Context: an optimization exercise on an open-source flow, tuned for small area and a short achievable clock period. The choices shown serve that exercise and are no tape-out recipe.
Where RTL was checked, it was by simulation tests only, not by an equivalence proof against the original.

Setup of build 30:
==> flow/design.v (excerpt) <==
module image_filter_top (
    input        clk,
    input        rst,
    input  [7:0] pixel_in,
    input        valid_in,
    output [7:0] pixel_out,
    output       valid_out
);
Size in the first run: ~210 flip-flops, roughly 12,000 sq um of cells after synthesis.
==> flow/config.mk <==
export PLATFORM = sky130hd
export DESIGN_NAME = image_filter_top
export DESIGN_NICKNAME = image_filter_top
export VERILOG_FILES = /design/flow/design.v
export SDC_FILE = /design/flow/constraint.sdc
export NUM_CORES = 4
export LEC_CHECK = 0
export CAP_MARGIN = 20
export CORE_MARGIN = 2
export CORE_UTILIZATION = 40
export CTS_BUF_LIST = sky130_fd_sc_hd__clkbuf_8
export SLEW_MARGIN = 20
==> flow/constraint.sdc <==
create_clock -name core_clock -period 24.0 [get_ports {clk}]
set_input_delay 4.8000 -clock core_clock [delete_from_list [all_inputs] [get_ports {clk}]]
set_output_delay 4.8000 -clock core_clock [all_outputs]
set_load 0.01 [all_outputs]
run.sh (not shown) runs the stock make flow with config.mk's settings and CLKGATE_MAP_FILE= SYNTH_SCRIPT=/design/flow/synth_recipe.tcl, a recipe that flattens the netlist after the stock synthesis.
Relative to build 30, the following input files were edited for build 49:
Settings: removing CTS_BUF_LIST (formerly sky130_fd_sc_hd__clkbuf_8); setting CTS_CLUSTER_DIAMETER to 80 for the first time; setting CTS_CLUSTER_SIZE to 25 for the first time.
==> flow/flow/run.sh (new file) <==
#!/bin/bash
# The standard layout, with port buffers of a faster cell than the one
# buffer_ports picks by default (a clock delay buffer).
set -euo pipefail
export BUFFER_PORTS_ARGS="-buffer_cell sky130_fd_sc_hd__buf_2"
bash standard.sh > standard.log 2>&1
==> flow/standard.sh (new file) <==
#!/bin/bash
# synth_recipe.tcl (not shown) runs the flow's synth.tcl, then flattens the netlist and writes it again
# the make line also repeats each setting of config.mk as NAME=value (left out here)
make -C /OpenROAD-flow-scripts/flow DESIGN_CONFIG=/design/flow/config.mk WORK_HOME=/design/flow/orfs CLKGATE_MAP_FILE= SYNTH_SCRIPT=/design/flow/synth_recipe.tcl "${@:-finish}"
removed: flow/run.sh
Notes after the runs:
- In build 49, the number of clock buffer instances in the layout came out 26 below the value in build 30.
- Most common library cell in the layout ignoring fill and taps: sky130_fd_sc_hd__inv_1 -> build 30, sky130_fd_sc_hd__dfrtp_1 -> build 49
- Build 49 — worst endpoint required time 0.05 ns higher, build 30 as reference
- Sort build 30 and build 49 by placement-stage cell area desc -> top: build 30
The inputs of build 79 differ from those of build 49 as listed below.
Settings: a deleted CTS_CLUSTER_SIZE that had been 25; a deleted CTS_CLUSTER_DIAMETER that had been 80.
--- outcome ---
Comparing build 49 and build 79, the higher clock buffer count in the final layout is on build 79.
Between build 49 and build 79, clock transition at the registers of the reported paths is higher for build 49, build 79 comes in under that.
Diff build 49 -> build 79: maximum frequency went down about 0.43%; final hold slack now smaller; total length of routed wires up 250 um.
Compared to build 49, build 79 shows a narrower setup margin.
Between build 79 and build 49, the number of stages on the worst setup path does not differ in any meaningful way.
Diff build 49 -> build 79: final critical-path required period climbed 0.025 ns, detail-routed via count per cell dropped 0.30%, utilization climbed 1.2 points.
No functional check of the RTL was part of any run of this note.

* * *

JK:
Another version of the RTL of image_filter_top (not shown whole).
For scale: ~780 cells after synthesis, roughly 220 flip-flops, about 20 I/O pins, ~11000 sq um of cells after synthesis.
==> flow/config.mk <==
export PLATFORM = sky130hd
export DESIGN_NAME = image_filter_top
export DESIGN_NICKNAME = image_filter_top
export VERILOG_FILES = /design/flow/design.v
export SDC_FILE = /design/flow/constraint.sdc
export NUM_CORES = 4
export LEC_CHECK = 0
export ABC_AREA = 1
export ABC_CLOCK_PERIOD_IN_PS = 10000
export CAP_MARGIN = 20
export CORE_MARGIN = 2
export CORE_UTILIZATION = 40
export CTS_CLUSTER_DIAMETER = 80
export CTS_CLUSTER_SIZE = 25
export SLEW_MARGIN = 20
==> flow/constraint.sdc <==
create_clock -name core_clock -period 24.0 [get_ports {clk}]
set_input_delay 4.8000 -clock core_clock [delete_from_list [all_inputs] [get_ports {clk}]]
set_output_delay 4.8000 -clock core_clock [all_outputs]
set_load 0.01 [all_outputs]
standard.sh (not shown) runs the stock make flow with config.mk's settings and CLKGATE_MAP_FILE= SYNTH_SCRIPT=/design/flow/synth_recipe.tcl, a recipe that flattens the netlist after the stock synthesis.
==> flow/flow/run.sh <==
#!/bin/bash
# The standard layout (standard.sh), with two changes to how it is made:
#  - logic mapping: ABC runs an area-oriented script (flow/abc_area.script,
#    selected by ABC_AREA=1 in config.mk) instead of ORFS's own. It maps only
#    the logic between registers, so the registers and their names are those
#    of the standard synthesis.
#  - port buffers: buffer_ports uses buf_2 instead of the clock delay buffer
#    it picks by default.
#  - timing repair: repair_timing works on every path slower than 5.9 ns
#    (a setup slack margin of 18.1 ns at the 24 ns clock), not only on
#    failing ones; the clock and constraints are unchanged.
# Every tool's output goes to the ORFS logs under orfs/logs and to
# standard.log here.
set -euo pipefail
here=$(pwd)
rm -rf scripts
cp -r "$FLOW_HOME/scripts" scripts
cp flow/abc_area.script scripts/abc_area.script
export SCRIPTS_DIR="$here/scripts"
export BUFFER_PORTS_ARGS="-buffer_cell sky130_fd_sc_hd__buf_2"
export SETUP_SLACK_MARGIN=18.1
bash standard.sh > standard.log 2>&1
==> flow/flow/abc_area.script <==
&get -n
&st
&dch
&nf -p -R 1000
&put
topo
stime -c
Every stage of the flow completed for JK, and the final layout passed the timing, design-rule and antenna checks.
Changes in MS relative to JK:
-- flow/flow/run.sh --
<<< JK, line 8
#    it picks by default.
#  - timing repair: repair_timing works on every path slower than 5.9 ns
#    (a setup slack margin of 18.1 ns at the 24 ns clock), not only on
#    failing ones; the clock and constraints are unchanged.
# Every tool's output goes to the ORFS logs under orfs/logs and to
>>> MS, line 8
#    it picks by default.
# Every tool's output goes to the ORFS logs under orfs/logs and to
<<< JK, line 20
export BUFFER_PORTS_ARGS="-buffer_cell sky130_fd_sc_hd__buf_2"
export SETUP_SLACK_MARGIN=18.1
bash standard.sh > standard.log 2>&1
>>> MS, line 17
export BUFFER_PORTS_ARGS="-buffer_cell sky130_fd_sc_hd__buf_2"
bash standard.sh > standard.log 2>&1
## What came out
Relative to JK, core utilization of the finished layout has gone down in MS. Lower number of DRC markers in iteration 0 goes to MS over JK. MS ended with more final period demand of the worst path than JK.
Modified inputs, AL compared to MS
- clearing ABC_CLOCK_PERIOD_IN_PS, which used to be 10000
- clearing ABC_AREA, which used to be 1
==> flow/flow/run.sh <==
#!/bin/bash
# The standard layout, with port buffers of a faster cell than the one
# buffer_ports picks by default (a clock delay buffer).
set -euo pipefail
export BUFFER_PORTS_ARGS="-buffer_cell sky130_fd_sc_hd__buf_2"
bash standard.sh > standard.log 2>&1
removed: flow/flow/abc_area.script
==> comparison <==
Source of the critical timing path = u_median.p[8][1]: MS; source of the critical timing path = v2: AL
Compared with MS, in AL number of inserted filler cells in the final layout grew by 270; smallest hold slack has decreased; sequential portion of the cell area now sits lower.
In AL the total wirelength of the detailed-routed design turned out 2100 um higher than in MS.
Post-route worst setup slack in AL is 440 ps higher than in MS
Initial core utilization: AL vs MS, no meaningful difference
Start-to-end type of the worst setup path = reg -> out: AL; start-to-end type of the worst setup path = reg -> reg: MS

re-timing with driven ports:
In the flow no input, the clock included, has a driving cell. The finished layouts below were timed again as built, in two steps.
Step 1 sets driving cells, clkbuf_16 on the clock port and buf_2 on the other inputs (assumed; they add their load-dependent delay and slew).
Step 2, shift: input delay + t, output delay - t, t = (earliest + latest rising clock arrival at the registers) / 2. This alone moves slack from input paths to output paths.
a / b / c = no drivers / after step 1 / after step 2; a / b = the first two.
run | t, ns | setup slack, ns | pins driven straight from the clock port
build 30 | 0.561 | 17.565 / 17.587 / 17.026 | 1
build 49 | 0.528 | 18.197 / 18.162 / 17.697 | 1
build 79 | 0.569 | 18.172 / 18.158 / 17.631 | 1
JK | 0.524 | 18.225 / 18.180 / 18.294 | 1
MS | 0.523 | 17.795 / 17.795 / 17.795 | 1
AL | 0.533 | 18.234 / 18.185 / 18.517 | 1
After both steps setup and hold are still met in every run listed. For build 79, which loses most, drivers alone change the setup slack by -0.014 ns; drivers and shift together by -0.541 ns. The worst setup slack also covers recovery checks on asynchronous resets.
